This design comes from an exercise in tuning for small area on the open sky130 flow, not from production work.
Function was not checked in any run shown here: the RTL went through the layout flow alone.
Power is estimated from default activity; no workload was simulated.

==> flow/design.v <==
module xor_gate(
    input logic [7:0] A,
    input logic [7:0] B,
    output logic [7:0] Y
);
    assign Y = A^B;
endmodule
`timescale 1ns/1ps
module xor_encrypt(
        input logic clk,
        input logic valid_in,
        input logic [7:0] key,
        input logic [255:0] code,
        output logic [255:0] code_out,
        output logic valid_out
);
logic [255:0] d;    
logic [255:0] r;    
logic [7:0] p0;
logic [7:0] p1;
logic [7:0] bs2_3;
logic [7:0] p2;
logic [7:0] p3;
logic [7:0] p4;
logic [7:0] bs5_6;
logic [7:0] p5;
logic [7:0] p6;
logic [7:0] p7;
logic [7:0] bs8_9;
logic [7:0] p8;
logic [7:0] p9;
logic [7:0] bs10_11;
logic [7:0] p10;
logic [7:0] p11;
logic [7:0] bs12_13;
logic [7:0] p12;
logic [7:0] p13;
logic [7:0] bs14_15;
logic [7:0] p14;
logic [7:0] p15;
logic [7:0] bs16_17;
logic [7:0] p16;
logic [7:0] p17;
logic [7:0] bs18_19;
logic [7:0] p18;
logic [7:0] p19;
logic [7:0] bs20_21;
logic [7:0] bs22_23;
logic [7:0] bs24_25;
logic [7:0] bs26_27;
logic [7:0] bs28_29;
logic [7:0] bs30_31;
logic [7:0] q20;
logic [7:0] q21;
logic [7:0] q22;
logic [7:0] q23;
logic [7:0] q24;
logic [7:0] q25;
logic [7:0] q26;
logic [7:0] q27;
logic [7:0] q28;
logic [7:0] q29;
logic [7:0] q30;
logic [7:0] q31;
xor_gate u_p0 (.A(key), .B(code[7:0]), .Y(p0));
xor_gate u_p1 (.A(p0), .B(code[15:8]), .Y(p1));
xor_gate u_bs2_3 (.A(code[23:16]), .B(code[31:24]), .Y(bs2_3));
xor_gate u_p2 (.A(p1), .B(code[23:16]), .Y(p2));
xor_gate u_p3 (.A(p1), .B(bs2_3), .Y(p3));
xor_gate u_p4 (.A(p3), .B(code[39:32]), .Y(p4));
xor_gate u_bs5_6 (.A(code[47:40]), .B(code[55:48]), .Y(bs5_6));
xor_gate u_p5 (.A(p4), .B(code[47:40]), .Y(p5));
xor_gate u_p6 (.A(p4), .B(bs5_6), .Y(p6));
xor_gate u_p7 (.A(p6), .B(code[63:56]), .Y(p7));
xor_gate u_bs8_9 (.A(code[71:64]), .B(code[79:72]), .Y(bs8_9));
xor_gate u_p8 (.A(p7), .B(code[71:64]), .Y(p8));
xor_gate u_p9 (.A(p7), .B(bs8_9), .Y(p9));
xor_gate u_bs10_11 (.A(code[87:80]), .B(code[95:88]), .Y(bs10_11));
xor_gate u_p10 (.A(p9), .B(code[87:80]), .Y(p10));
xor_gate u_p11 (.A(p9), .B(bs10_11), .Y(p11));
xor_gate u_bs12_13 (.A(code[103:96]), .B(code[111:104]), .Y(bs12_13));
xor_gate u_p12 (.A(p11), .B(code[103:96]), .Y(p12));
xor_gate u_p13 (.A(p11), .B(bs12_13), .Y(p13));
xor_gate u_bs14_15 (.A(code[119:112]), .B(code[127:120]), .Y(bs14_15));
xor_gate u_p14 (.A(p13), .B(code[119:112]), .Y(p14));
xor_gate u_p15 (.A(p13), .B(bs14_15), .Y(p15));
xor_gate u_bs16_17 (.A(code[135:128]), .B(code[143:136]), .Y(bs16_17));
xor_gate u_p16 (.A(p15), .B(code[135:128]), .Y(p16));
xor_gate u_p17 (.A(p15), .B(bs16_17), .Y(p17));
xor_gate u_bs18_19 (.A(code[151:144]), .B(code[159:152]), .Y(bs18_19));
xor_gate u_p18 (.A(p17), .B(code[151:144]), .Y(p18));
xor_gate u_p19 (.A(p17), .B(bs18_19), .Y(p19));
xor_gate u_bs20_21 (.A(code[167:160]), .B(code[175:168]), .Y(bs20_21));
xor_gate u_bs22_23 (.A(code[183:176]), .B(code[191:184]), .Y(bs22_23));
xor_gate u_bs24_25 (.A(code[199:192]), .B(code[207:200]), .Y(bs24_25));
xor_gate u_bs26_27 (.A(code[215:208]), .B(code[223:216]), .Y(bs26_27));
xor_gate u_bs28_29 (.A(code[231:224]), .B(code[239:232]), .Y(bs28_29));
xor_gate u_bs30_31 (.A(code[247:240]), .B(code[255:248]), .Y(bs30_31));
xor_gate u_q20 (.A(r[159:152]), .B(r[167:160]), .Y(q20));
xor_gate u_q21 (.A(r[159:152]), .B(r[175:168]), .Y(q21));
xor_gate u_q22 (.A(q21), .B(r[183:176]), .Y(q22));
xor_gate u_q23 (.A(q21), .B(r[191:184]), .Y(q23));
xor_gate u_q24 (.A(q23), .B(r[199:192]), .Y(q24));
xor_gate u_q25 (.A(q23), .B(r[207:200]), .Y(q25));
xor_gate u_q26 (.A(q25), .B(r[215:208]), .Y(q26));
xor_gate u_q27 (.A(q25), .B(r[223:216]), .Y(q27));
xor_gate u_q28 (.A(q27), .B(r[231:224]), .Y(q28));
xor_gate u_q29 (.A(q27), .B(r[239:232]), .Y(q29));
xor_gate u_q30 (.A(q29), .B(r[247:240]), .Y(q30));
xor_gate u_q31 (.A(q29), .B(r[255:248]), .Y(q31));
assign d[7:0] = p0;
assign d[15:8] = p1;
assign d[23:16] = p2;
assign d[31:24] = p3;
assign d[39:32] = p4;
assign d[47:40] = p5;
assign d[55:48] = p6;
assign d[63:56] = p7;
assign d[71:64] = p8;
assign d[79:72] = p9;
assign d[87:80] = p10;
assign d[95:88] = p11;
assign d[103:96] = p12;
assign d[111:104] = p13;
assign d[119:112] = p14;
assign d[127:120] = p15;
assign d[135:128] = p16;
assign d[143:136] = p17;
assign d[151:144] = p18;
assign d[159:152] = p19;
assign d[167:160] = code[167:160];
assign d[175:168] = bs20_21;
assign d[183:176] = code[183:176];
assign d[191:184] = bs22_23;
assign d[199:192] = code[199:192];
assign d[207:200] = bs24_25;
assign d[215:208] = code[215:208];
assign d[223:216] = bs26_27;
assign d[231:224] = code[231:224];
assign d[239:232] = bs28_29;
assign d[247:240] = code[247:240];
assign d[255:248] = bs30_31;
always_ff @(posedge clk) begin
    valid_out <= valid_in;
end
always_ff @(posedge clk) begin
    if (valid_in) r <= d;
end
assign code_out[7:0] = r[7:0];
assign code_out[15:8] = r[15:8];
assign code_out[23:16] = r[23:16];
assign code_out[31:24] = r[31:24];
assign code_out[39:32] = r[39:32];
assign code_out[47:40] = r[47:40];
assign code_out[55:48] = r[55:48];
assign code_out[63:56] = r[63:56];
assign code_out[71:64] = r[71:64];
assign code_out[79:72] = r[79:72];
assign code_out[87:80] = r[87:80];
assign code_out[95:88] = r[95:88];
assign code_out[103:96] = r[103:96];
assign code_out[111:104] = r[111:104];
assign code_out[119:112] = r[119:112];
assign code_out[127:120] = r[127:120];
assign code_out[135:128] = r[135:128];
assign code_out[143:136] = r[143:136];
assign code_out[151:144] = r[151:144];
assign code_out[159:152] = r[159:152];
assign code_out[167:160] = q20;
assign code_out[175:168] = q21;
assign code_out[183:176] = q22;
assign code_out[191:184] = q23;
assign code_out[199:192] = q24;
assign code_out[207:200] = q25;
assign code_out[215:208] = q26;
assign code_out[223:216] = q27;
assign code_out[231:224] = q28;
assign code_out[239:232] = q29;
assign code_out[247:240] = q30;
assign code_out[255:248] = q31;
endmodule
==> flow/flow/run.sh <==
#!/bin/bash
# Own layout flow: the standard flow (standard synthesis unchanged), with the port
# buffers that global placement inserts on every input and output made the smallest
# buffer, sky130_fd_sc_hd__buf_1, instead of the default pick. Everything else is as in
# the standard flow. make's full output goes to flow_make.log in this folder; ORFS
# writes each step's log under orfs/logs/.
set -euo pipefail
export BUFFER_PORTS_ARGS="-buffer_cell sky130_fd_sc_hd__buf_1"
bash standard.sh finish > flow_make.log 2>&1
test -f out/final.def
==> flow/standard.sh <==
#!/bin/bash
# synth_recipe.tcl (not shown) runs the flow's synth.tcl, then flattens the netlist and writes it again
# the make line also repeats each setting of config.mk as NAME=value (left out here)
make -C /OpenROAD-flow-scripts/flow DESIGN_CONFIG=/design/flow/config.mk WORK_HOME=/design/flow/orfs CLKGATE_MAP_FILE= SYNTH_SCRIPT=/design/flow/synth_recipe.tcl "${@:-finish}"
==> flow/config.mk <==
export PLATFORM = sky130hd
export DESIGN_NAME = xor_encrypt
export DESIGN_NICKNAME = xor_encrypt
export VERILOG_FILES = /design/flow/design.v
export SDC_FILE = /design/flow/constraint.sdc
export NUM_CORES = 4
export LEC_CHECK = 0
export CAP_MARGIN = 20
export CORE_MARGIN = 2
export CORE_UTILIZATION = 40
export SLEW_MARGIN = 20
export SYNTH_HIERARCHICAL = 1
export SYNTH_MINIMUM_KEEP_SIZE = 0
==> flow/constraint.sdc <==
create_clock -name core_clock -period 4.0 [get_ports {clk}]
set_input_delay 0.8000 -clock core_clock [delete_from_list [all_inputs] [get_ports {clk}]]
set_output_delay 0.8000 -clock core_clock [all_outputs]
set_load 0.01 [all_outputs]
==> results of run 1 <==
[state kept, by name, indices dropped and copies added, names as in the netlist]
register / count
r: 256
valid_out: 1
[power by group through the flow]
stage                     Clock (mW)  Sequential, mW  Combinational (mW)
final                           2.40            4.22                4.40
after global placement             0            4.25                4.37
after detailed placement           0            4.27                4.41
after CTS                       2.48            4.22                4.42
after floorplan                    0            4.17                3.10
after global routing            2.58            4.29                4.88
[cells in the mapped netlist, drive strengths merged]
library cell | count | area [µm²]
edfxtp | 256 | 7687
xor2 | 368 | 3223
buf | 160 | 1201
dfxtp | 1 | 20.02
[modules after synthesis (local to each module, per instance)]
module       cells  area, µm²
xor_encrypt    417       8909
xor_gate         8      70.07
[timing repair]
action                     in CTS  in global routing
setup endpoints to repair       4                 17
gates resized for setup         4                 17
buffers inserted                0                  0
[cells by family after synthesis]
group / count (synthesis) / synth area share
buffers and inverters: 160 / 0.09901
XOR/XNOR: 368 / 0.2657
flip-flops: 257 / 0.6353
[worst max-delay path: stages, from the launching register on]
cell and delay, ns:
edfxtp_1 0.48, xor2_2 0.31, xor2_2 0.27, xor2_1 0.40, xor2_2 0.29, xor2_1 0.33
xor2_1 0.19, buf_1 0.17
[layout make-up]
class                   count  share of cell area
flip-flops and latches    257              0.5198
multi-input cells         368              0.2280
repair buffers            577              0.1619
clock buffers              34             0.05021
well taps                 390             0.03291
clock inverters            15            0.006920
diodes                      1           0.0001688
[final timing paths]
kind	endpoint	startpoint	cells after the start	slack, ns
setup / recovery	code_out[252]	r[156]$_DFFE_PP_	7	0.24
hold / removal	r[164]$_DFFE_PP_	code[164]	1	0.49
[through the flow]
stage	hold slack, ns	setup TNS [ns]	utilization	power [mW]
after floorplan	0.8277	0	-	7.275
after global placement	1.023	-1.669	0.4650	8.619
after global routing	0.4699	-0.06450	0.4988	11.75
after CTS	0.4577	0	0.4945	11.13
final	0.4905	0	0.4989	11.02
after detailed placement	1.027	-4.427	0.4650	8.672
[metal layers]
metal  wire length, µm  part of all wire  vias to the layer above
li1                  -                 -                     3369
met1              9280              0.33                     3227
met2             14730              0.53                      317
met3              3120              0.11                       57
met4               697             0.025                        2
met5                13           0.00047                        -
==> qor.csv, run 1 <==
stage;metric;value;unit
place;dpl cells;1592;
pwr;net switching power;4.062;mW
sta;Worst Tran Pin Value;0.7092;ns
pwr;Int Pwr;6.958;mW
logic_synthesis;Synth Instances;785;
grt;GR Util All Layers;0.1629;
final_layout;layout cells sized above 1;0.09193;
final_layout;post-route cell area;14830;µm²
floorplan;Core ar.;29720;µm²
sta;worst rel slew slack;0.5272;
final_layout;Non-Filler Instances;1642;
sta;endpoints failing hold;0;
clocking;Root Driver;clkbuf_16;
place;post-DP HPWL;22260;µm
logic_synthesis;Synth Net Count;1051;
logic_synthesis;yosys warns;7;
final_layout;area occupied by multi-input gates;3381;µm²
clocking;CTS buffer count;29;
pwr;Switching Fraction;0.3686;
sta;final setup fails;0;
pwr;Lkg Pwr;5.430;nW
logic_synthesis;Yosys reg bits;257;
routing;WL/cell;16.96;µm
place;DP Area;13820;µm²
routing;DR vias;6972;
final_layout;Nets;1499;
grt;largest net degree at the start of global routing;67;
setup_path;CP arrival;2.96;ns
clocking;clk sinks;257;
place;Final GP Congestion;0.8121;
sta;Max Clock Freq;0.2657;GHz
logic_synthesis;synthesized area per cell;15.45;µm²
clocking;Reg clk slew, reported paths;0.06;ns
routing;starting DRC count in detailed routing;249;
setup_path;worst-path fanout max;3;
logic_synthesis;Synth cell types;4;
grt;global-route wire length before repair;38960;µm
floorplan;Initial Util;0.4082;
clocking;CTS HTree Levels;1;
pwr;combinational power share;0.400;
clocking;maximum root-to-sink buffer count;3;
setup_path;Worst setup EP type;output port;
floorplan;Die Y;178.2;µm
routing;via density per instance;4.246;
routing;DR pass1 iterations;4;
logic_synthesis;Mapped Area;12130;µm²
grt;initial antenna violation count;3;
setup_path;CP startpoint kind;flip-flop;
floorplan;die width;178.2;µm
grt;met2 Track Usage GR;0.3062;
final_layout;most common cell after layout, fill and taps aside;buf_1;
logic_synthesis;sequential fraction of the synthesis area;0.6353;
routing;DR DRC count;0;
pwr;Clk pwr share;0.218;
sta;Worst Setup Slack, final;0.2358;ns
floorplan;Placement Rows;63;
grt;gr ovfl total;0;
grt;GR Layer Usage met1;0.1626;
status;status;timing/DRC/antenna clean;
final_layout;layout filler cell count;2706;
pwr;Power per Cell Area;743.3;nW/µm²
floorplan;IO Pins;523;
clocking;CTS tree;built;
final_layout;Storage cell area;7707;µm²
hold_path;Hold Crit Class;input port to flip-flop;
sta;max-slew violations;0;
place;# port buffers;522;
grt;busiest metal layer after global routing;met2;
setup_path;WS Path Type;flip-flop to output port;
clocking;# hold bufs at CTS;0;
final_layout;area grow syn2layout;22.22;%
flow_run;Max-Cap Viols;0;
pwr;maximum vdd drop;0.0003265;V
pwr;Seq pwr share;0.383;
grt;vias in the first global route;7011;
place;DP Worst Slack;-0.4073;ns
sta;minimum clock period;3.764;ns
sta;crit share post-route;0.9411;
setup_path;CP required;3.20;ns
floorplan;die area;31740;µm²
grt;met3 usage;0.06500;
routing;antenna viol nets, final;0;
routing;wirelength, routed;27840;µm
final_layout;most frequent cells in the layout;521 x buf_1, 347 x xor2_1, 256 x edfxtp_1;
==> run 2, diff against run 1 <==
--- a/flow/config.mk
+++ b/flow/config.mk
@@ -8,6 +8,7 @@
 export CAP_MARGIN = 20
 export CORE_MARGIN = 2
 export CORE_UTILIZATION = 40
+export GPL_TIMING_DRIVEN = 0
 export SLEW_MARGIN = 20
 export SYNTH_HIERARCHICAL = 1
 export SYNTH_MINIMUM_KEEP_SIZE = 0
==> qor.csv, run 2 <==
stage;metric;value;unit
status;status;timing/DRC/antenna clean;
clocking;Reg clk slew, reported paths;0.06;ns
logic_synthesis;Synth Net Count;1051;
grt;GR Util All Layers;0.1690;
pwr;Power per Cell Area;723.2;nW/µm²
final_layout;fin util;0.5476;
pwr;Switching Fraction;0.3647;
floorplan;Initial Util;0.4082;
final_layout;max reg flops;256;
setup_path;WP buf/inv;1;
setup_path;CP peak stage delay;0.46;ns
sta;worst hold slack;0.4747;ns
setup_path;CP cell instances;xor2_1 > xor2_1 > xor2_2 > xor2_1 > xor2_1 > xor2_1 > buf_1;
logic_synthesis;Synth cell types;4;
pwr;net switching power;4.292;mW
final_layout;register with the most flip-flops;r;
sta;Worst Tran Pin Value;0.7635;ns
setup_path;CP startpoint kind;flip-flop;
logic_synthesis;sequential fraction of the synthesis area;0.6353;
floorplan;die area;31740;µm²
logic_synthesis;asr flop ratio synth;0;
setup_path;CP arrival;3.02;ns
logic_synthesis;Synth Flop Type;edfxtp_1;
logic_synthesis;Yosys reg bits;257;
routing;DR DRC count;0;
pwr;Clk pwr share;0.212;
grt;largest net degree at the start of global routing;35;
grt;gr ovfl total;0;
routing;WL/cell;16.46;µm
place;post-DP HPWL;23430;µm
place;Final GP Congestion;0.8048;
setup_path;cell mode on critical path;xor2_1;
final_layout;Nets;1618;
pwr;Pwr Total;11.77;mW
floorplan;Placement Rows;63;
clocking;CTS tree;built;
sta;crit share post-route;0.9558;
place;# port buffers;522;
pwr;Int Pwr;7.476;mW
setup_path;CP top delay family;XOR/XNOR gates;
final_layout;layout cells sized above 1;0.2065;
sta;worst rel slew slack;0.4910;
hold_path;Hold Crit Class;input port to flip-flop;
pwr;Lkg Pwr;6.121;nW
logic_synthesis;main area contributors after synthesis;edfxtp_1 63%, xor2_1 27%, buf_4 9.9%;
grt;initial antenna violation count;3;
clocking;CTS buffer count;29;
final_layout;most frequent cells in the layout;521 x buf_1, 297 x xor2_1, 256 x edfxtp_1;
logic_synthesis;Mapped Area;12130;µm²
logic_synthesis;yosys warns;7;
clocking;Root Driver;clkbuf_16;
sta;max-slew violations;0;
grt;global-route wire length before repair;40330;µm
flow_run;Max-Cap Viols;0;
floorplan;IO Pins;523;
clocking;clk sinks;257;
pwr;Seq pwr share;0.356;
setup_path;Worst setup EP type;output port;
grt;vias in the first global route;7392;
floorplan;Die Y;178.2;µm
logic_synthesis;area fraction of the dominant cell type after synthesis;0.6337;
routing;antenna viol nets, final;0;
routing;DR pass1 iterations;4;
logic_synthesis;most common cell in the netlist;xor2_1;
final_layout;area grow syn2layout;34.13;%
pwr;combinational power share;0.432;
routing;via density per instance;4.185;
logic_synthesis;largest area contributor in the netlist;edfxtp_1;
clocking;# hold bufs at CTS;0;
sta;final setup fails;0;
floorplan;Core ar.;29720;µm²
final_layout;largest registers;r (256), valid_out (1);
setup_path;worst-path fanout max;3;
sta;Max Clock Freq;0.2616;GHz
routing;DR vias;7404;
logic_synthesis;Post-synth EDFFs;256;
setup_path;CP required;3.20;ns
routing;wirelength, routed;29120;µm
sta;minimum clock period;3.823;ns
final_layout;most common cell after layout, fill and taps aside;buf_1;
sta;endpoints failing hold;0;
setup_path;CP max stage cell;edfxtp_1;
floorplan;die width;178.2;µm
logic_synthesis;Synth top cells by count;368 x xor2_1, 256 x edfxtp_1, 160 x buf_4;
setup_path;WS Path Type;flip-flop to output port;
routing;starting DRC count in detailed routing;247;
pwr;maximum vdd drop;0.0004682;V
clocking;maximum root-to-sink buffer count;3;
clocking;CTS HTree Levels;1;
logic_synthesis;Synth Instances;785;
logic_synthesis;synthesized area per cell;15.45;µm²
run 2: cell count changes in the layout (fill, tap and decap cells not counted), sizes merged:
| cell | delta |
|---|---|
| clkbuf | +1 |
| bufinv | +1 |
| buf | +120 |
| clkinvlp | +2 |
| diode | +3 |
run 2: power groups by stage:
stage,logic [mW],registers (mW),clock network (mW)
final,5.08,4.19,2.50
after global routing,5.57,4.26,2.68
after floorplan,3.10,4.17,0
after global placement,4.78,4.27,0
after CTS,5.01,4.19,2.57
after detailed placement,4.86,4.24,0
run 2: per-module statistics from Yosys (local to each module, per instance):
module       cells  flops+latches  times used
xor_encrypt    417            257           1
xor_gate         8              0          46
run 2: repair_timing:
action | CTS | global route
cloned | 0 | 0
resized for setup | 26 | 46
pin swaps | 3 | 1
endpoints found under the setup margin | 24 | 39
buffers inserted | 4 | 1
run 2: per-stage QoR:
stage / setup TNS (ns) / area (µm²) / std cells / setup WS [ns]
2_1_floorplan: 0 / 12130 / 785 / 0.02463
3_3_place_gp: -1937.70 / 14580 / 1697 / -7.860
3_5_place_dp: -22.92 / 14790 / 1706 / -0.9738
4_1_cts: 0 / 15910 / 1764 / 0.002466
5_1_grt: -0.1392 / 16260 / 1765 / -0.07538
6_report: 0 / 16270 / 1769 / 0.1766
run 2: per-layer routing:
metal  GRT usage  vias to the layer above  share of wire  wire length (µm)
met5           0                        -        0.00045                13
met4     0.06318                        2          0.030               886
met1      0.1660                     3449           0.33              9535
met3     0.05861                       51           0.10              2961
li1            -                     3565              -                 -
met2      0.3232                      337           0.54             15720
run 2: layout make-up:
cell class,instances,area [µm²]
Fill cell,2652,13450
Sequential cell,257,7707
Multi-Input combinational cell,368,3767
Timing Repair Buffer,536,2208
Buffer,160,1201
Clock buffer,36,752.0
Tap cell,390,488.0
Clock inverter,18,137.6
Antenna cell,4,10.01
run 2: cell families (layout without fill, tap and decap cells):
kind of cell	Yosys count	count (layout)	share of synthesized area
xor+xnor	368	368	0.2657
flops	257	257	0.6353
buf+inv	160	750	0.09901
other cells	0	4	0
run 2: path summary, 6_finish.rpt:
| path | cells after the start | start | slack, ns | endpoint |
|---|---|---|---|---|
| setup / recovery | 7 | r[153]$_DFFE_PP_ | 0.18 | code_out[241] |
| hold / removal | 1 | code[167] | 0.47 | r[167]$_DFFE_PP_ |
==> run 3, diff against run 2 <==
--- a/flow/config.mk
+++ b/flow/config.mk
@@ -7,7 +7,7 @@
 export LEC_CHECK = 0
 export CAP_MARGIN = 20
 export CORE_MARGIN = 2
-export CORE_UTILIZATION = 40
+export CORE_UTILIZATION = 60
 export GPL_TIMING_DRIVEN = 0
 export SLEW_MARGIN = 20
 export SYNTH_HIERARCHICAL = 1
==> qor.csv, run 3 <==
stage;metric;value;unit
status;status;did not finish;
status;stop err;[ERROR PPL-0024] Number of IO pins (523) exceeds maximum number of available positions (522). Increase the die perimeter from 584.78um to 711.28um.;
logic_synthesis;Mapped Area;12130;µm²
logic_synthesis;yosys warns;7;
status;Stopped at;3_2_place_iop;
logic_synthesis;Synth Flop Type;edfxtp_1;
logic_synthesis;Synth top cells by count;368 x xor2_1, 256 x edfxtp_1, 160 x buf_4;
logic_synthesis;Yosys reg bits;257;
logic_synthesis;area fraction of the dominant cell type after synthesis;0.6337;
logic_synthesis;most common cell in the netlist;xor2_1;
floorplan;die width;146.2;µm
floorplan;Die Y;146.2;µm
floorplan;Placement Rows;52;
logic_synthesis;Synth Net Count;1051;
logic_synthesis;Synth cell types;4;
logic_synthesis;largest area contributor in the netlist;edfxtp_1;
floorplan;Initial Util;0.6054;
logic_synthesis;sequential fraction of the synthesis area;0.6353;
logic_synthesis;main area contributors after synthesis;edfxtp_1 63%, xor2_1 27%, buf_4 9.9%;
logic_synthesis;Post-synth EDFFs;256;
logic_synthesis;synthesized area per cell;15.45;µm²
logic_synthesis;Synth Instances;785;
logic_synthesis;asr flop ratio synth;0;
## run 3: cell counts after synthesis
Identical to the previous run, type by type.
## run 3: cell families after synthesis
group | count (synthesis) | share of synthesized area
xor+xnor | 368 | 0.2657
buf+inv | 160 | 0.09901
flops | 257 | 0.6353
## run 3: per-module statistics from Yosys, one instance, submodules excluded
module       flip-flops and latches  cell area, µm²  cells
xor_encrypt                     257            8909    417
xor_gate                          0           70.07      8
==> run 4, diff against run 3 <==
--- a/flow/config.mk
+++ b/flow/config.mk
@@ -7,8 +7,8 @@
 export LEC_CHECK = 0
 export CAP_MARGIN = 20
 export CORE_MARGIN = 2
-export CORE_UTILIZATION = 60
-export GPL_TIMING_DRIVEN = 0
+export CORE_UTILIZATION = 40
+export CTS_BUF_LIST = sky130_fd_sc_hd__clkbuf_4
 export SLEW_MARGIN = 20
 export SYNTH_HIERARCHICAL = 1
 export SYNTH_MINIMUM_KEEP_SIZE = 0
==> qor.csv, run 4 <==
stage;metric;value;unit
status;status;timing/DRC/antenna clean;
logic_synthesis;Synth Instances;785;
pwr;Seq pwr share;0.378;
logic_synthesis;area fraction of the dominant cell type after synthesis;0.6337;
pwr;net switching power;4.144;mW
place;# port buffers;522;
pwr;Clk pwr share;0.227;
floorplan;Placement Rows;63;
sta;crit share post-route;0.9528;
clocking;CTS buffer count;73;
logic_synthesis;most common cell in the netlist;xor2_1;
place;post-DP HPWL;22260;µm
routing;DR vias;7260;
setup_path;worst setup path start;r[156]$_DFFE_PP_;
sta;minimum clock period;3.811;ns
clocking;maximum root-to-sink buffer count;3;
hold_path;min-delay src;code[244];
floorplan;Initial Util;0.4082;
logic_synthesis;asr flop ratio synth;0;
clocking;Root Driver;clkbuf_4;
sta;Worst Tran Pin Value;0.7114;ns
logic_synthesis;main area contributors after synthesis;edfxtp_1 63%, xor2_1 27%, buf_4 9.9%;
grt;met2 Track Usage GR;0.3020;
setup_path;worst-path fanout max;3;
final_layout;post-route cell area;15030;µm²
floorplan;die area;31740;µm²
routing;WL/cell;16.37;µm
routing;DR pass1 iterations;4;
final_layout;largest registers;r (256), valid_out (1);
logic_synthesis;largest area contributor in the netlist;edfxtp_1;
place;DP Area;13820;µm²
grt;GR Layer Usage met1;0.1519;
hold_path;Hold Crit Class;input port to flip-flop;
flow_run;Max-Cap Viols;0;
sta;max-slew violations;0;
routing;wirelength, routed;28210;µm
grt;global-route wire length before repair;39490;µm
logic_synthesis;Synth Net Count;1051;
sta;worst rel slew slack;0.5257;
floorplan;die width;178.2;µm
logic_synthesis;Post-synth EDFFs;256;
logic_synthesis;Synth cell types;4;
grt;gr ovfl total;0;
grt;vias in the first global route;7360;
logic_synthesis;synthesized area per cell;15.45;µm²
setup_path;CP startpoint kind;flip-flop;
routing;antenna viol nets, final;0;
pwr;Int Pwr;7.057;mW
final_layout;most frequent cells in the layout;521 x buf_1, 341 x xor2_1, 256 x edfxtp_1;
grt;met3 usage;0.08781;
pwr;Pwr Total;11.20;mW
sta;final setup fails;0;
logic_synthesis;Synth Flop Type;edfxtp_1;
routing;via density per instance;4.214;
grt;busiest metal layer after global routing;met2;
routing;starting DRC count in detailed routing;243;
floorplan;Core ar.;29720;µm²
final_layout;most common cell after layout, fill and taps aside;buf_1;
place;Final GP Congestion;0.8121;
setup_path;Worst setup EP type;output port;
clocking;Reg clk slew, reported paths;0.06;ns
final_layout;register with the most flip-flops;r;
floorplan;Die Y;178.2;µm
clocking;clk sinks;257;
sta;setup_tns;0;ns
sta;Max Clock Freq;0.2624;GHz
grt;largest net degree at the start of global routing;67;
final_layout;layout cells sized above 1;0.1510;
final_layout;area grow syn2layout;23.88;%
pwr;Power per Cell Area;745.3;nW/µm²
logic_synthesis;Mapped Area;12130;µm²
setup_path;CP endpoint;code_out[252];
logic_synthesis;yosys warns;7;
logic_synthesis;Synth top cells by count;368 x xor2_1, 256 x edfxtp_1, 160 x buf_4;
grt;initial antenna violation count;3;
setup_path;WS Path Type;flip-flop to output port;
final_layout;Nets;1543;
pwr;maximum vdd drop;0.0002974;V
logic_synthesis;sequential fraction of the synthesis area;0.6353;
final_layout;max reg flops;256;
clocking;# hold bufs at CTS;0;
pwr;Switching Fraction;0.3700;
setup_path;CP required;3.20;ns
pwr;combinational power share;0.395;
floorplan;IO Pins;523;
grt;GR Util All Layers;0.1669;
clocking;CTS HTree Levels;3;
clocking;CTS tree;built;
routing;DR DRC count;0;
logic_synthesis;Yosys reg bits;257;
setup_path;CP arrival;3.01;ns
sta;endpoints failing hold;0;
pwr;Lkg Pwr;5.602;nW
[run 4: how the worst min path moves through the flow]
| stage | endpoint | slack, ns | cells past startpoint |
|---|---|---|---|
| after floorplan | valid_out$_DFF_P_ | 0.83 | 0 |
| after global placement | r[208]$_DFFE_PP_ | 1.02 | 1 |
| after detailed placement | r[160]$_DFFE_PP_ | 1.03 | 1 |
| after CTS | r[160]$_DFFE_PP_ | 0.27 | 1 |
| after global routing | r[224]$_DFFE_PP_ | 0.28 | 1 |
| final | r[244]$_DFFE_PP_ | 0.36 | 1 |
[run 4: Yosys stat by module (local to each module, per instance)]
module       times used  flops+latches
xor_encrypt           1            257
xor_gate             46              0
[run 4: metrics by stage]
stage / hold slack (ns) / util / cells / worst slack [ns]
after global placement: 1.023 / 0.4650 / 1592 / -0.2646
final: 0.3570 / 0.5057 / 1723 / 0.1887
after CTS: 0.2691 / 0.5011 / 1721 / 0.01024
after floorplan: 0.8277 / - / 785 / 0.02463
after detailed placement: 1.027 / 0.4650 / 1592 / -0.4073
after global routing: 0.2784 / 0.5056 / 1722 / -0.02115
[run 4: area by class of cell]
class	count	area (µm²)
diodes	2	5.005
fillers	2731	14690
well taps	390	488.0
clock buffers	112	840.8
repair buffers	577	2401
multi-input cells	368	3437
flip-flops and latches	257	7707
clock inverters	17	148.9
[run 4: kinds of logic after synthesis]
group     Yosys count  synth area share
xor+xnor          368            0.2657
buf+inv           160           0.09901
flops             257            0.6353
[run 4: layer usage]
| metal | part of all wire | routed length, µm | vias up |
|---|---|---|---|
| li1 | - | - | 3503 |
| met2 | 0.52 | 14660 | 378 |
| met1 | 0.32 | 8987 | 3307 |
| met3 | 0.13 | 3567 | 70 |
| met5 | 0.00046 | 13 | - |
| met4 | 0.035 | 980 | 2 |
[run 4: power groups by stage]
stage	clock (mW)	sequential, mW	combinational [mW]
after CTS	2.64	4.23	4.45
after detailed placement	0	4.27	4.41
final	2.54	4.23	4.43
after floorplan	0	4.17	3.10
after global placement	0	4.25	4.37
after global routing	2.80	4.30	4.90
[run 4: worst max-delay path: stages (launching register included)]
cell,delay (ns)
edfxtp_1,0.48
xor2_2,0.31
xor2_2,0.31
xor2_2,0.30
xor2_2,0.28
xor2_1,0.33
xor2_1,0.19
buf_1,0.17
[run 4: repair_timing]
| action | CTS | global route |
|---|---|---|
| pin swaps | 0 | 0 |
| gates resized for setup | 11 | 17 |
| setup endpoints to repair | 12 | 17 |
| buffers inserted | 0 | 0 |
==> run 5, diff against run 4 <==
--- a/flow/config.mk
+++ b/flow/config.mk
@@ -8,7 +8,7 @@
 export CAP_MARGIN = 20
 export CORE_MARGIN = 2
 export CORE_UTILIZATION = 40
-export CTS_BUF_LIST = sky130_fd_sc_hd__clkbuf_4
+export PLACE_DENSITY = 0.8
 export SLEW_MARGIN = 20
 export SYNTH_HIERARCHICAL = 1
 export SYNTH_MINIMUM_KEEP_SIZE = 0
==> qor.csv, run 5 <==
stage;metric;value;unit
sta;Max Clock Freq;0.2617;GHz
grt;vias in the first global route;7340;
sta;Worst Setup Slack, final;0.1781;ns
sta;Worst Tran Pin Value;0.7493;ns
place;DP Area;13770;µm²
final_layout;area occupied by multi-input gates;3418;µm²
logic_synthesis;Post-Synth Adder-Cell Area;0;
pwr;Power per Cell Area;761.6;nW/µm²
grt;initial antenna violation count;1;
sta;max-slew violations;0;
setup_path;worst-path fanout max;3;
routing;wirelength, routed;28580;µm
setup_path;CP required;3.20;ns
final_layout;Storage cell area;7707;µm²
logic_synthesis;Post-synth EDFFs;256;
sta;worst rel slew slack;0.5005;
logic_synthesis;synthesized area per cell;15.45;µm²
grt;GR Util All Layers;0.1687;
floorplan;Initial Util;0.4082;
logic_synthesis;Yosys reg bits;257;
hold_path;min-delay src;code[228];
sta;crit share post-route;0.9555;
logic_synthesis;area fraction of the dominant cell type after synthesis;0.6337;
status;status;timing/DRC/antenna clean;
hold_path;Hold EP;r[228]$_DFFE_PP_;
clocking;CTS tree;built;
routing;starting DRC count in detailed routing;375;
final_layout;diode count;0;
routing;DR vias;7162;
grt;gr ovfl total;0;
floorplan;Placement Rows;63;
logic_synthesis;most common cell in the netlist;xor2_1;
logic_synthesis;largest area contributor in the netlist;edfxtp_1;
floorplan;IO Pins;523;
clocking;Root Driver;clkbuf_16;
hold_path;Hold Crit Class;input port to flip-flop;
floorplan;die area;31740;µm²
logic_synthesis;Synth Flop Type;edfxtp_1;
final_layout;most frequent cells in the layout;521 x buf_1, 342 x xor2_1, 256 x edfxtp_1;
final_layout;register with the most flip-flops;r;
routing;DR pass1 iterations;5;
logic_synthesis;Synth Area in Simple Gates;0;
routing;via density per instance;4.380;
sta;setup_tns;0;ns
routing;DR DRC count;0;
floorplan;die width;178.2;µm
logic_synthesis;sequential fraction of the synthesis area;0.6353;
final_layout;layout filler cell count;2565;
logic_synthesis;Synth Instances;785;
sta;minimum clock period;3.822;ns
logic_synthesis;Synth top cells by count;368 x xor2_1, 256 x edfxtp_1, 160 x buf_4;
logic_synthesis;asr flop ratio synth;0;
logic_synthesis;main area contributors after synthesis;edfxtp_1 63%, xor2_1 27%, buf_4 9.9%;
clocking;maximum root-to-sink buffer count;3;
final_layout;most common cell after layout, fill and taps aside;buf_1;
grt;largest net degree at the start of global routing;76;
final_layout;max reg flops;256;
clocking;CTS buffer count;27;
pwr;Lkg Pwr;5.465;nW
clocking;CTS HTree Levels;1;
logic_synthesis;mux contribution to synthesized area;0;
logic_synthesis;post-synthesis xor/xnor area fraction;0.2657;
place;# port buffers;522;
setup_path;CP startpoint kind;flip-flop;
logic_synthesis;Synth cell types;4;
floorplan;Core ar.;29720;µm²
flow_run;Max-Cap Viols;0;
setup_path;Worst setup EP type;output port;
place;post-DP HPWL;22820;µm
sta;endpoints failing hold;0;
pwr;maximum vdd drop;0.0004025;V
setup_path;WS Path Type;flip-flop to output port;
floorplan;Die Y;178.2;µm
clocking;# hold bufs at CTS;0;
logic_synthesis;yosys warns;7;
final_layout;Nets;1490;
final_layout;area grow syn2layout;23.13;%
logic_synthesis;largest family of logic cells by synthesized area;XOR/XNOR gates;
routing;antenna viol nets, final;0;
logic_synthesis;Synth Net Count;1051;
place;Final GP Congestion;0.9341;
grt;global-route wire length before repair;40540;µm
place;DP Worst Slack;-0.5367;ns
logic_synthesis;Mapped Area;12130;µm²
routing;WL/cell;17.48;µm
final_layout;post-route cell area;14940;µm²
clocking;Reg clk slew, reported paths;0.06;ns
final_layout;layout cells sized above 1;0.09639;
setup_path;CP arrival;3.02;ns
hold_path;hold depth;1;
clocking;clk sinks;257;
logic_synthesis;Compound-Gate Fraction of Synth Area;0;
final_layout;largest registers;r (256), valid_out (1);
sta;final setup fails;0;
[run 5: cell counts after synthesis]
Identical to the previous run, type by type.
[run 5: cell type report]
class                      instances  area share
multi-input combinational        368      0.2288
tap                              390     0.03267
timing repair buffer             570      0.1581
sequential                       257      0.5160
clock buffer                      33     0.04808
clock inverter                    17     0.01642
[run 5: stage by stage]
stage / hold slack (ns) / power (mW) / std cells / util
detailed placement: 1.026 / 8.644 / 1584 / 0.4634
finish: 0.4853 / 11.38 / 1635 / 0.5027
global route: 0.4582 / 12.03 / 1635 / 0.5027
global placement: 1.022 / 8.551 / 1584 / 0.4634
floorplan: 0.8277 / 7.275 / 785 / -
CTS: 0.4525 / 11.38 / 1634 / 0.4961
[run 5: worst max-delay path: stages, from the launching register on]
cell      delay (ns)
edfxtp_1        0.49
xor2_2          0.28
xor2_2          0.28
xor2_1          0.36
xor2_1          0.42
xor2_2          0.27
xor2_1          0.21
buf_1           0.17
[run 5: worst max path at each step]
stage | from | end | slack [ns] | cells past startpoint
floorplan | code[0] | r[144]$_DFFE_PP_ | 0.02 | 12
global placement | code[5] | r[149]$_DFFE_PP_ | -0.35 | 14
detailed placement | key[5] | r[149]$_DFFE_PP_ | -0.54 | 14
CTS | r[159]$_DFFE_PP_ | code_out[247] | 0.04 | 7
global route | r[154]$_DFFE_PP_ | code_out[242] | -0.009 | 7
finish | r[159]$_DFFE_PP_ | code_out[247] | 0.18 | 7
[run 5: where the power goes]
group | internal, mW | switching, mW | leakage, nW | total, mW
clock | 1.67 | 1.03 | 0.479 | 2.69
sequential | 3.96 | 0.271 | 2.51 | 4.23
combinational | 1.62 | 2.84 | 2.47 | 4.46
[run 5: Yosys stat by module (local to each module, per instance)]
module,copies in the design,flops+latches
xor_gate,46,0
xor_encrypt,1,257
[run 5: cells by family after synthesis]
| kind of cell | Yosys count |
|---|---|
| xor+xnor | 368 |
| buf+inv | 160 |
| flops | 257 |
[run 5: what timing repair did]
action | 4_1_cts | 5_1_grt
gates resized for setup | 1 | 25
buffers inserted | 0 | 1
pin swaps | 0 | 4
endpoints found under the setup margin | 1 | 27
[run 5: routing by layer]
metal  track usage  up-vias  routed length [µm]
met1        0.1894     3415               10250
met4       0.05567        0                 843
met3       0.04497       57                2514
met2        0.3089      348               14970
met5             0        -                   0
li1              -     3342                   -
==> run 6, diff against run 5 <==
--- a/flow/config.mk
+++ b/flow/config.mk
@@ -8,7 +8,7 @@
 export CAP_MARGIN = 20
 export CORE_MARGIN = 2
 export CORE_UTILIZATION = 40
-export PLACE_DENSITY = 0.8
+export PLACE_DENSITY = 0.4
 export SLEW_MARGIN = 20
 export SYNTH_HIERARCHICAL = 1
 export SYNTH_MINIMUM_KEEP_SIZE = 0
==> qor.csv, run 6 <==
stage;metric;value;unit
clocking;CTS HTree Levels;1;
final_layout;Nets;1507;
sta;endpoints failing hold;0;
grt;global-route wire length before repair;42710;µm
clocking;# hold bufs at CTS;0;
final_layout;layout filler cell count;2767;
flow_run;Max-Cap Viols;0;
routing;via density per instance;4.285;
final_layout;largest registers;r (256), valid_out (1);
hold_path;hold depth;1;
clocking;clk sinks;257;
pwr;Lkg Pwr;5.477;nW
logic_synthesis;main area contributors after synthesis;edfxtp_1 63%, xor2_1 27%, buf_4 9.9%;
sta;Max Clock Freq;0.2635;GHz
grt;vias in the first global route;7152;
floorplan;die width;178.2;µm
clocking;Root Driver;clkbuf_16;
grt;largest net degree at the start of global routing;68;
setup_path;worst-path fanout max;3;
logic_synthesis;sequential fraction of the synthesis area;0.6353;
logic_synthesis;Synth Instances;785;
logic_synthesis;Post-synth EDFFs;256;
routing;starting DRC count in detailed routing;284;
logic_synthesis;asr flop ratio synth;0;
sta;final setup fails;0;
logic_synthesis;synthesized area per cell;15.45;µm²
pwr;Pwr Total;11.27;mW
logic_synthesis;Synth cell types;4;
hold_path;Hold Crit Class;input port to flip-flop;
final_layout;Non-Filler Instances;1654;
place;post-DP HPWL;24940;µm
logic_synthesis;Synth Flop Type;edfxtp_1;
clocking;CTS tree;built;
logic_synthesis;Synth Net Count;1051;
clocking;CTS buffer count;30;
floorplan;Initial Util;0.4082;
sta;worst rel slew slack;0.6159;
setup_path;CP arrival;2.99;ns
place;# port buffers;522;
final_layout;most common cell after layout, fill and taps aside;buf_1;
sta;Worst Setup Slack, final;0.2054;ns
setup_path;Worst setup EP type;output port;
grt;initial antenna violation count;11;
sta;worst hold slack;0.4764;ns
floorplan;Die Y;178.2;µm
clocking;Reg clk slew, reported paths;0.06;ns
logic_synthesis;largest area contributor in the netlist;edfxtp_1;
floorplan;Core ar.;29720;µm²
routing;DR DRC count;0;
pwr;maximum vdd drop;0.0003123;V
sta;minimum clock period;3.795;ns
clocking;maximum root-to-sink buffer count;3;
routing;WL/cell;18.50;µm
sta;setup_tns;0;ns
sta;max-slew violations;0;
setup_path;CP required;3.20;ns
place;dpl cells;1599;
sta;crit share post-route;0.9487;
pwr;Power per Cell Area;756.8;nW/µm²
routing;DR vias;7088;
grt;gr ovfl total;0;
logic_synthesis;Synth top cells by count;368 x xor2_1, 256 x edfxtp_1, 160 x buf_4;
routing;wirelength, routed;30600;µm
floorplan;IO Pins;523;
logic_synthesis;Mapped Area;12130;µm²
grt;GR Util All Layers;0.1837;
routing;antenna viol nets, final;0;
place;DP Worst Slack;-0.3547;ns
setup_path;CP startpoint kind;flip-flop;
logic_synthesis;yosys warns;7;
place;Final GP Congestion;0.7381;
final_layout;most frequent cells in the layout;521 x buf_1, 355 x xor2_1, 256 x edfxtp_1;
logic_synthesis;most common cell in the netlist;xor2_1;
logic_synthesis;area fraction of the dominant cell type after synthesis;0.6337;
logic_synthesis;Yosys reg bits;257;
final_layout;register with the most flip-flops;r;
final_layout;area grow syn2layout;22.75;%
floorplan;die area;31740;µm²
setup_path;WS Path Type;flip-flop to output port;
floorplan;Placement Rows;63;
sta;Worst Tran Pin Value;0.5761;ns
status;status;timing/DRC/antenna clean;
final_layout;max reg flops;256;
routing;DR pass1 iterations;4;
final_layout;layout cells sized above 1;0.09055;
run 6: cell counts after synthesis:
Identical to the previous run, type by type.
run 6: critical path, stage by stage, from the launching register on:
cell	delay (ns)
edfxtp_1	0.46
xor2_2	0.28
xor2_1	0.35
xor2_1	0.37
xor2_1	0.26
xor2_1	0.31
xor2_1	0.17
buf_1	0.24
run 6: kinds of logic (layout without fill, tap and decap cells):
group,count (synthesis),in the layout,share of synthesized area
xor+xnor,368,368,0.2657
buf+inv,160,634,0.09901
flops,257,257,0.6353
other cells,0,5,0
run 6: final timing paths:
| path | endpoint | start | slack, ns |
|---|---|---|---|
| setup / recovery | code_out[255] | r[159]$_DFFE_PP_ | 0.21 |
| hold / removal | r[244]$_DFFE_PP_ | code[244] | 0.48 |
run 6: timing repair:
item | 4_1_cts | 5_1_grt
resized for setup | 1 | 12
setup buffers | 0 | 0
setup endpoints to repair | 1 | 15
run 6: area by class of cell:
cell class,instances,area (µm²),area share
sequential,257,7707,0.5176
multi-input combinational,368,3321,0.2230
timing repair buffer,584,2466,0.1656
clock buffer,37,777.0,0.05218
tap,390,488.0,0.03277
clock inverter,13,120.1,0.008066
antenna,5,12.51,0.0008402
run 6: per-stage QoR:
step / area, µm² / util
3_5_place_dp: 13880 / 0.4672
5_1_grt: 14890 / 0.5010
4_1_cts: 14790 / 0.4977
2_1_floorplan: 12130 / -
6_report: 14890 / 0.5011
3_3_place_gp: 13880 / 0.4672
run 6: per-module statistics from Yosys, one instance, submodules excluded:
| module | cells | flops+latches |
|---|---|---|
| xor_gate | 8 | 0 |
| xor_encrypt | 417 | 257 |
run 6: where the power goes:
| part | switching, mW | internal (mW) | total (mW) |
|---|---|---|---|
| logic | 2.88 | 1.67 | 4.55 |
| clock network | 1.05 | 1.49 | 2.53 |
| registers | 0.235 | 3.95 | 4.19 |
run 6: layer usage:
metal | GRT usage | vias up | share of wire | wire (µm)
met5 | 0 | - | 0.0022 | 68
met4 | 0.06318 | 12 | 0.028 | 871
met3 | 0.1012 | 59 | 0.13 | 4044
met2 | 0.3382 | 323 | 0.53 | 16190
met1 | 0.1696 | 3287 | 0.31 | 9422
li1 | - | 3407 | - | -
==> run 7, diff against run 6 <==
--- a/flow/config.mk
+++ b/flow/config.mk
@@ -8,7 +8,8 @@
 export CAP_MARGIN = 20
 export CORE_MARGIN = 2
 export CORE_UTILIZATION = 40
-export PLACE_DENSITY = 0.4
+export CTS_BUF_LIST = sky130_fd_sc_hd__clkbuf_8
+export CTS_CLUSTER_SIZE = 20
 export SLEW_MARGIN = 20
 export SYNTH_HIERARCHICAL = 1
 export SYNTH_MINIMUM_KEEP_SIZE = 0
==> qor.csv, run 7 <==
stage;metric;value;unit
status;status;timing/DRC/antenna clean;
logic_synthesis;Mapped Area;12130;µm²
clocking;CTS HTree Levels;2;
setup_path;CP cell instances;buf_1 > xor2_1 > xor2_1 > xor2_1 > xor2_1 > xor2_1 > xor2_1 > xor2_1 > xor2_1 > xor2_1 > xor2_2 > xor2_2 > xor2_1;
final_layout;register with the most flip-flops;r;
setup_path;CP Depth;13;
routing;DR vias;7020;
setup_path;CP top delay family;XOR/XNOR gates;
sta;final setup fails;0;
setup_path;CP max stage cell;xor2_1;
sta;Max Clock Freq;0.2636;GHz
setup_path;CP peak stage delay;0.37;ns
final_layout;largest registers;r (256), valid_out (1);
final_layout;max reg flops;256;
sta;worst hold slack;0.4846;ns
place;DP Worst Slack;-0.4073;ns
logic_synthesis;Synth top cells by count;368 x xor2_1, 256 x edfxtp_1, 160 x buf_4;
logic_synthesis;area fraction of the dominant cell type after synthesis;0.6337;
place;post-DP HPWL;22260;µm
final_layout;Nets;1516;
setup_path;CP required;4.28;ns
sta;worst rel slew slack;0.5183;
hold_path;hold depth;1;
grt;GR Util All Layers;0.1652;
sta;endpoints failing hold;0;
final_layout;layout cells sized above 1;0.09953;
grt;gr ovfl total;0;
floorplan;Die Y;178.2;µm
clocking;CTS tree;built;
final_layout;most frequent cells in the layout;521 x buf_1, 348 x xor2_1, 256 x edfxtp_1;
floorplan;Placement Rows;63;
grt;initial antenna violation count;2;
floorplan;die width;178.2;µm
clocking;clk sinks;257;
grt;GR Layer Usage met1;0.1604;
logic_synthesis;Synth Flop Type;edfxtp_1;
sta;max-slew violations;0;
routing;WL/cell;16.81;µm
setup_path;worst-path fanout max;3;
final_layout;Non-Filler Instances;1668;
logic_synthesis;Synth cell types;4;
pwr;maximum vdd drop;0.0002794;V
setup_path;CP endpoint;r[153]$_DFFE_PP_;
floorplan;IO Pins;523;
logic_synthesis;largest area contributor in the netlist;edfxtp_1;
logic_synthesis;Yosys reg bits;257;
floorplan;Core ar.;29720;µm²
sta;Worst Tran Pin Value;0.7225;ns
routing;DR pass1 iterations;4;
logic_synthesis;sequential fraction of the synthesis area;0.6353;
sta;minimum clock period;3.794;ns
routing;wirelength, routed;28040;µm
grt;met3 usage;0.07140;
logic_synthesis;Synth Instances;785;
sta;crit share post-route;0.9484;
final_layout;most common cell after layout, fill and taps aside;buf_1;
routing;DR DRC count;0;
pwr;Lkg Pwr;5.463;nW
hold_path;Hold Crit Class;input port to flip-flop;
routing;antenna viol nets, final;0;
final_layout;fin util;0.4970;
grt;busiest metal layer after global routing;met2;
floorplan;Initial Util;0.4082;
grt;largest net degree at the start of global routing;67;
logic_synthesis;Synth Net Count;1051;
clocking;Root Driver;clkbuf_8;
setup_path;cell mode on critical path;xor2_1;
routing;starting DRC count in detailed routing;215;
clocking;maximum root-to-sink buffer count;3;
logic_synthesis;yosys warns;7;
place;Final GP Congestion;0.8121;
setup_path;CP startpoint kind;input port;
pwr;Power per Cell Area;731.9;nW/µm²
floorplan;die area;31740;µm²
place;# port buffers;522;
logic_synthesis;most common cell in the netlist;xor2_1;
final_layout;area grow syn2layout;21.75;%
logic_synthesis;Post-synth EDFFs;256;
setup_path;Worst setup EP type;flip-flop;
logic_synthesis;asr flop ratio synth;0;
logic_synthesis;synthesized area per cell;15.45;µm²
grt;global-route wire length before repair;39250;µm
grt;vias in the first global route;7125;
clocking;# hold bufs at CTS;0;
flow_run;Max-Cap Viols;0;
place;dpl cells;1592;
setup_path;WP buf/inv;1;
clocking;Reg clk slew, reported paths;0.06;ns
setup_path;CP arrival;4.07;ns
grt;met2 Track Usage GR;0.3070;
clocking;CTS buffer count;46;
setup_path;worst setup path start;code[1];
routing;via density per instance;4.209;
setup_path;WS Path Type;input port to flip-flop;
logic_synthesis;main area contributors after synthesis;edfxtp_1 63%, xor2_1 27%, buf_4 9.9%;
sta;Worst Setup Slack, final;0.2064;ns
run 7: cell counts after synthesis:
Identical to the previous run, type by type.
run 7: per-stage QoR:
stage | instance area [µm²] | total power, mW | setup TNS [ns]
global route | 14770 | 11.55 | -0.001833
detailed placement | 13820 | 8.672 | -4.427
CTS | 14650 | 10.92 | 0
finish | 14770 | 10.81 | 0
floorplan | 12130 | 7.275 | 0
global placement | 13820 | 8.619 | -1.669
run 7: Yosys stat by module (local to each module, per instance):
module,cells inside,copies in the design,flip-flops and latches,area [µm²]
xor_gate,8,46,0,70.07
xor_encrypt,417,1,257,8909
run 7: where the power goes:
part           total (mW)  internal, mW  switching, mW  leakage [nW]
logic                4.40          1.62           2.78          2.49
clock network        2.19          1.17           1.02         0.455
registers            4.22          3.96          0.260          2.51
total                10.8          6.75           4.06          5.46
run 7: routing by layer:
| metal | vias up | part of all wire | wire length (µm) |
|---|---|---|---|
| met3 | 58 | 0.11 | 3152 |
| met4 | 2 | 0.026 | 728 |
| li1 | 3400 | - | - |
| met5 | - | 0.00046 | 13 |
| met2 | 328 | 0.53 | 14870 |
| met1 | 3232 | 0.33 | 9276 |
run 7: cell type report:
class / count / area, µm²
fill: 2732 / 14950
tap: 390 / 488.0
multi-input combinational: 368 / 3373
clock buffer: 49 / 674.4
sequential: 257 / 7707
clock inverter: 25 / 121.4
timing repair buffer: 577 / 2401
antenna: 2 / 5.005
run 7: how the worst min path moves through the flow:
stage,start,endpoint,slack (ns)
finish,code[164],r[164]$_DFFE_PP_,0.48
global placement,code[208],r[208]$_DFFE_PP_,1.02
global route,code[230],r[230]$_DFFE_PP_,0.45
detailed placement,code[160],r[160]$_DFFE_PP_,1.03
floorplan,valid_in,valid_out$_DFF_P_,0.83
CTS,code[160],r[160]$_DFFE_PP_,0.44
run 7: kinds of logic after synthesis:
family / share of synthesized area
buf+inv: 0.09901
flops: 0.6353
xor+xnor: 0.2657
run 7: what timing repair did:
action                     CTS  global route
gates resized for setup      4            16
setup endpoints to repair    4            18
buffers inserted             0             0
==> run 8, diff against run 7 <==
--- a/flow/flow/run.sh
+++ b/flow/flow/run.sh
@@ -6,5 +6,6 @@
 # writes each step's log under orfs/logs/.
 set -euo pipefail
 export BUFFER_PORTS_ARGS="-buffer_cell sky130_fd_sc_hd__buf_1"
+export GLOBAL_PLACEMENT_ARGS="-keep_resize_below_overflow 0"
 bash standard.sh finish > flow_make.log 2>&1
 test -f out/final.def
--- a/flow/config.mk
+++ b/flow/config.mk
@@ -8,8 +8,6 @@
 export CAP_MARGIN = 20
 export CORE_MARGIN = 2
 export CORE_UTILIZATION = 40
-export CTS_BUF_LIST = sky130_fd_sc_hd__clkbuf_8
-export CTS_CLUSTER_SIZE = 20
 export SLEW_MARGIN = 20
 export SYNTH_HIERARCHICAL = 1
 export SYNTH_MINIMUM_KEEP_SIZE = 0
==> qor.csv, run 8 <==
stage;metric;value;unit
sta;minimum clock period;3.818;ns
floorplan;Core ar.;29720;µm²
pwr;Lkg Pwr;5.283;nW
routing;DR vias;6789;
routing;DR pass1 iterations;4;
setup_path;Worst setup EP type;flip-flop;
setup_path;cell mode on critical path;xor2_2;
sta;Max Clock Freq;0.2619;GHz
final_layout;layout cells sized above 1;0.08963;
pwr;Pwr Total;10.83;mW
logic_synthesis;Synth cell types;4;
logic_synthesis;Post-synth EDFFs;256;
routing;antenna viol nets, final;0;
routing;starting DRC count in detailed routing;314;
status;status;timing/DRC/antenna clean;
final_layout;area grow syn2layout;22.84;%
final_layout;most common cell after layout, fill and taps aside;buf_1;
routing;WL/cell;17.43;µm
final_layout;most frequent cells in the layout;521 x buf_1, 303 x xor2_1, 256 x edfxtp_1;
final_layout;layout filler cell count;2642;
setup_path;CP cell instances;buf_1 > xor2_1 > xor2_2 > xor2_1 > xor2_2 > xor2_1 > xor2_2 > xor2_2 > xor2_2 > xor2_2 > xor2_2 > xor2_1 > xor2_1;
clocking;CTS HTree Levels;1;
place;post-DP HPWL;22240;µm
setup_path;CP max stage cell;xor2_1;
place;dpl cells;1545;
setup_path;CP top delay family;XOR/XNOR gates;
logic_synthesis;Synth Instances;785;
logic_synthesis;Synth top cells by count;368 x xor2_1, 256 x edfxtp_1, 160 x buf_4;
sta;crit share post-route;0.9545;
floorplan;Placement Rows;63;
final_layout;post-route cell area;14900;µm²
setup_path;worst-path fanout max;3;
sta;final setup fails;0;
place;# port buffers;522;
sta;max-slew violations;0;
setup_path;CP peak stage delay;0.32;ns
setup_path;WS Path Type;input port to flip-flop;
place;DP Area;13550;µm²
sta;worst rel slew slack;0.5506;
grt;largest net degree at the start of global routing;36;
place;Final GP Congestion;0.7883;
logic_synthesis;synthesized area per cell;15.45;µm²
final_layout;max reg flops;256;
routing;wirelength, routed;27840;µm
floorplan;IO Pins;523;
floorplan;die width;178.2;µm
final_layout;fin util;0.5015;
logic_synthesis;Yosys reg bits;257;
floorplan;die area;31740;µm²
sta;setup_tns;0;ns
setup_path;WP buf/inv;1;
final_layout;register with the most flip-flops;r;
logic_synthesis;Synth Flop Type;edfxtp_1;
place;DP Worst Slack;-0.7623;ns
sta;endpoints failing hold;0;
grt;vias in the first global route;6821;
grt;gr ovfl total;0;
clocking;CTS buffer count;29;
logic_synthesis;Mapped Area;12130;µm²
setup_path;CP startpoint kind;input port;
grt;initial antenna violation count;2;
clocking;Root Driver;clkbuf_16;
sta;Worst Tran Pin Value;0.6741;ns
logic_synthesis;yosys warns;7;
clocking;clk sinks;257;
logic_synthesis;asr flop ratio synth;0;
logic_synthesis;area fraction of the dominant cell type after synthesis;0.6337;
setup_path;CP arrival;4.09;ns
logic_synthesis;Synth Net Count;1051;
logic_synthesis;most common cell in the netlist;xor2_1;
routing;DR DRC count;0;
clocking;Reg clk slew, reported paths;0.06;ns
floorplan;Die Y;178.2;µm
logic_synthesis;sequential fraction of the synthesis area;0.6353;
sta;worst hold slack;0.4887;ns
pwr;maximum vdd drop;0.0003401;V
final_layout;largest registers;r (256), valid_out (1);
clocking;maximum root-to-sink buffer count;3;
grt;GR Util All Layers;0.1620;
routing;via density per instance;4.251;
clocking;CTS tree;built;
logic_synthesis;largest area contributor in the netlist;edfxtp_1;
final_layout;Nets;1453;
sta;Worst Setup Slack, final;0.1821;ns
grt;global-route wire length before repair;38710;µm
setup_path;CP required;4.27;ns
logic_synthesis;main area contributors after synthesis;edfxtp_1 63%, xor2_1 27%, buf_4 9.9%;
final_layout;Non-Filler Instances;1597;
hold_path;Hold Crit Class;input port to flip-flop;
flow_run;Max-Cap Viols;0;
pwr;Power per Cell Area;727.0;nW/µm²
floorplan;Initial Util;0.4082;
==> run 8: routing by layer <==
layer  track usage  routed length, µm  vias to the layer above
met3       0.06479               3193                       48
met4       0.04952                603                        2
met5             0                 13                        -
met1        0.1580               9002                     3181
met2        0.3099              15030                      323
li1              -                  -                     3235
==> run 8: logic make-up (layout without fill, tap and decap cells) <==
kind of cell,after synthesis,count (layout),share of synthesized area
xor+xnor,368,368,0.2657
buf+inv,160,580,0.09901
other cells,0,2,0
flops,257,257,0.6353
==> run 8: final timing paths <==
kind	from	endpoint	slack [ns]	cells past startpoint
max	code[1]	r[145]$_DFFE_PP_	0.18	13
min	code[242]	r[242]$_DFFE_PP_	0.49	1
==> run 8: repair_timing <==
action / 4_1_cts / 5_1_grt
endpoints found under the hold margin: 0 / 0
gates cloned: 0 / 0
endpoints found under the setup margin: 17 / 37
buffers inserted: 0 / 1
pin swaps: 0 / 1
gates resized for setup: 18 / 48
hold buffers: 0 / 0
==> run 8: where the power goes <==
group	total (mW)	switching [mW]	internal [mW]	leakage [nW]
logic	4.22	2.81	1.40	2.37
registers	4.22	0.269	3.95	2.51
clock network	2.39	1.01	1.38	0.402
total	10.8	4.09	6.74	5.28
==> run 8: Yosys stat by module, one instance, submodules excluded <==
module	copies in the design	flops+latches	cells inside	area, µm²
xor_encrypt	1	257	417	8909
xor_gate	46	0	8	70.07
==> run 8: area by class of cell <==
| cell class | count | area [µm²] | share of cell area |
|---|---|---|---|
| diodes | 2 | 5.005 | 0.0003358 |
| clock buffers | 37 | 755.7 | 0.05071 |
| clock inverters | 12 | 81.33 | 0.005457 |
| multi-input cells | 368 | 3722 | 0.2498 |
| flip-flops and latches | 257 | 7707 | 0.5172 |
| well taps | 390 | 488.0 | 0.03274 |
| repair buffers | 531 | 2143 | 0.1438 |
==> run 9, diff against run 8 <==
--- a/flow/flow/run.sh
+++ b/flow/flow/run.sh
@@ -6,6 +6,6 @@
 # writes each step's log under orfs/logs/.
 set -euo pipefail
 export BUFFER_PORTS_ARGS="-buffer_cell sky130_fd_sc_hd__buf_1"
-export GLOBAL_PLACEMENT_ARGS="-keep_resize_below_overflow 0"
+export GLOBAL_PLACEMENT_ARGS="-virtual_cts"
 bash standard.sh finish > flow_make.log 2>&1
 test -f out/final.def
==> qor.csv, run 9 <==
stage;metric;value;unit
sta;endpoints failing hold;0;
final_layout;layout cells sized above 1;0.08300;
sta;final setup fails;0;
setup_path;CP startpoint kind;flip-flop;
place;# port buffers;522;
logic_synthesis;Synth Flop Type;edfxtp_1;
logic_synthesis;Yosys reg bits;257;
place;DP Worst Slack;-0.3450;ns
final_layout;most frequent cells in the layout;521 x buf_1, 357 x xor2_1, 256 x edfxtp_1;
floorplan;die width;178.2;µm
clocking;CTS HTree Levels;1;
place;dpl cells;1589;
clocking;CTS tree;built;
logic_synthesis;largest area contributor in the netlist;edfxtp_1;
setup_path;CP arrival;3.06;ns
grt;gr ovfl total;0;
logic_synthesis;asr flop ratio synth;0;
sta;Worst Setup Slack, final;0.1380;ns
hold_path;min-delay src;code[160];
logic_synthesis;Synth Net Count;1051;
final_layout;diode count;0;
logic_synthesis;Post-synth EDFFs;256;
grt;largest net degree at the start of global routing;69;
logic_synthesis;most common cell in the netlist;xor2_1;
sta;Max Clock Freq;0.2589;GHz
floorplan;Initial Util;0.4082;
clocking;# hold bufs at CTS;0;
routing;via density per instance;4.242;
grt;global-route wire length before repair;38790;µm
logic_synthesis;yosys warns;7;
final_layout;Non-Filler Instances;1643;
logic_synthesis;Synth cell types;4;
routing;starting DRC count in detailed routing;268;
sta;crit share post-route;0.9655;
hold_path;Hold EP;r[160]$_DFFE_PP_;
final_layout;area grow syn2layout;22.16;%
sta;worst rel slew slack;0.5135;
pwr;Lkg Pwr;5.440;nW
hold_path;Hold Crit Class;input port to flip-flop;
routing;DR pass1 iterations;4;
routing;DR vias;6969;
logic_synthesis;Synth top cells by count;368 x xor2_1, 256 x edfxtp_1, 160 x buf_4;
flow_run;Max-Cap Viols;0;
hold_path;hold depth;1;
pwr;Pwr Total;11.12;mW
clocking;CTS buffer count;29;
pwr;Power per Cell Area;750.0;nW/µm²
logic_synthesis;sequential fraction of the synthesis area;0.6353;
logic_synthesis;Synth Instances;785;
sta;max-slew violations;0;
setup_path;WS Path Type;flip-flop to output port;
clocking;Reg clk slew, reported paths;0.06;ns
routing;antenna viol nets, final;0;
floorplan;IO Pins;523;
logic_synthesis;area fraction of the dominant cell type after synthesis;0.6337;
place;Final GP Congestion;0.8230;
clocking;clk sinks;257;
grt;vias in the first global route;6905;
floorplan;Core ar.;29720;µm²
sta;Worst Tran Pin Value;0.7298;ns
pwr;maximum vdd drop;0.0003275;V
floorplan;Die Y;178.2;µm
grt;GR Util All Layers;0.1625;
sta;worst hold slack;0.4864;ns
setup_path;worst-path fanout max;3;
setup_path;Worst setup EP type;output port;
clocking;Root Driver;clkbuf_16;
status;status;timing/DRC/antenna clean;
setup_path;CP required;3.20;ns
floorplan;die area;31740;µm²
sta;minimum clock period;3.862;ns
routing;wirelength, routed;27850;µm
final_layout;most common cell after layout, fill and taps aside;buf_1;
final_layout;largest registers;r (256), valid_out (1);
final_layout;register with the most flip-flops;r;
logic_synthesis;Mapped Area;12130;µm²
place;post-DP HPWL;22290;µm
final_layout;Nets;1498;
floorplan;Placement Rows;63;
grt;initial antenna violation count;1;
final_layout;fin util;0.4987;
logic_synthesis;main area contributors after synthesis;edfxtp_1 63%, xor2_1 27%, buf_4 9.9%;
logic_synthesis;synthesized area per cell;15.45;µm²
routing;WL/cell;16.95;µm
clocking;maximum root-to-sink buffer count;3;
routing;DR DRC count;0;
final_layout;max reg flops;256;
-- run 9: layout make-up --
class / instances / area [µm²]
clock buffer: 36 / 752.0
multi-input combinational: 368 / 3317
sequential: 257 / 7707
fill: 2706 / 14900
timing repair buffer: 576 / 2431
clock inverter: 16 / 125.1
tap: 390 / 488.0
-- run 9: kinds of logic after synthesis --
group,synth area share
DFF,0.6353
xor gates and xnor gates,0.2657
buffers and inverters,0.09901
-- run 9: how the worst max path moves through the flow --
stage | from | end | cells after the start
after floorplan | code[0] | r[144]$_DFFE_PP_ | 12
after global placement | code[1] | r[153]$_DFFE_PP_ | 13
after detailed placement | code[1] | r[145]$_DFFE_PP_ | 13
after CTS | r[158]$_DFFE_PP_ | code_out[246] | 7
after global routing | r[152]$_DFFE_PP_ | code_out[240] | 7
final | r[153]$_DFFE_PP_ | code_out[241] | 7
-- run 9: critical path: stages, from the launching register on --
cell,delay (ns)
edfxtp_1,0.46
xor2_1,0.31
xor2_1,0.35
xor2_1,0.46
xor2_2,0.28
xor2_1,0.31
xor2_1,0.19
buf_1,0.18
-- run 9: timing repair --
| action | 4_1_cts | 5_1_grt |
|---|---|---|
| setup buffers | 0 | 2 |
| pin swaps | 0 | 0 |
| resized for setup | 1 | 11 |
| setup endpoints to repair | 2 | 16 |
-- run 9: per-module statistics from Yosys, one instance, submodules excluded --
module | flip-flops and latches | copies in the design
xor_gate | 0 | 46
xor_encrypt | 257 | 1
-- run 9: per-layer routing --
metal	vias up	share of wire	GRT usage	routed length, µm
met5	-	0.00047	0	13
met4	2	0.026	0.05464	732
met3	46	0.11	0.06628	3129
met2	326	0.52	0.3023	14600
met1	3220	0.34	0.1629	9380
li1	3375	-	-	-
-- run 9: per-stage QoR --
step / instance area, µm² / setup TNS, ns
6_report: 14820 / 0
5_1_grt: 14820 / -0.01916
4_1_cts: 14710 / 0
3_5_place_dp: 13820 / -4.417
3_3_place_gp: 13820 / -1.906
2_1_floorplan: 12130 / 0
-- run 9: power breakdown --
part / switching [mW] / total [mW] / internal, mW / leakage [nW]
Sequential: 0.246 / 4.20 / 3.95 / 2.51
Combinational: 2.79 / 4.44 / 1.64 / 2.49
Clock: 1.03 / 2.48 / 1.45 / 0.433

==> re-timing with driven ports <==
The results above use ideal ports. As a check the final layouts listed here were re-extracted and re-timed, cells and wires unchanged. Step 1 sets driving cells, clkbuf_16 on the clock port and buf_2 on the other inputs (assumed; they add their load-dependent delay and slew). Step 2 moves the port delays by t, midway between the first and last clock arrival at a register: inputs arrive t later, outputs are due t later. That takes back most of the time a late clock gives input paths. a / b / c = no drivers / after step 1 / after step 2; a / b = the first two.
run	shift t [ns]	setup slack, ns	hold WS [ns]	worst setup path at the end	slew at the worst register clock pin (ns)
run 1	0.571	0.236 / 0.188 / -0.292	0.491 / 0.471 / 1.043	input to register	0.06 / 0.06
run 2	0.585	0.177 / 0.130 / -0.369	0.475 / 0.460 / 1.044	input to register	0.06 / 0.06
run 4	0.673	0.189 / 0.147 / -0.428	0.357 / 0.336 / 1.009	input to register	0.07 / 0.07
run 5	0.575	0.178 / 0.130 / -0.324	0.485 / 0.462 / 1.037	input to register	0.06 / 0.06
run 6	0.589	0.205 / 0.156 / -0.175	0.476 / 0.457 / 1.046	input to register	0.06 / 0.06
run 7	0.573	0.206 / 0.176 / -0.345	0.485 / 0.471 / 1.043	input to register	0.06 / 0.06
run 8	0.574	0.182 / 0.190 / -0.369	0.489 / 0.465 / 1.039	input to register	0.06 / 0.06
run 9	0.574	0.138 / 0.090 / -0.242	0.486 / 0.472 / 1.046	input to register	0.06 / 0.06
Met with ideal ports but missed after step 2: setup timing in every run listed. The setup slack of run 4, which loses most, moves by -0.042 ns with the drivers and by -0.617 ns with both steps.
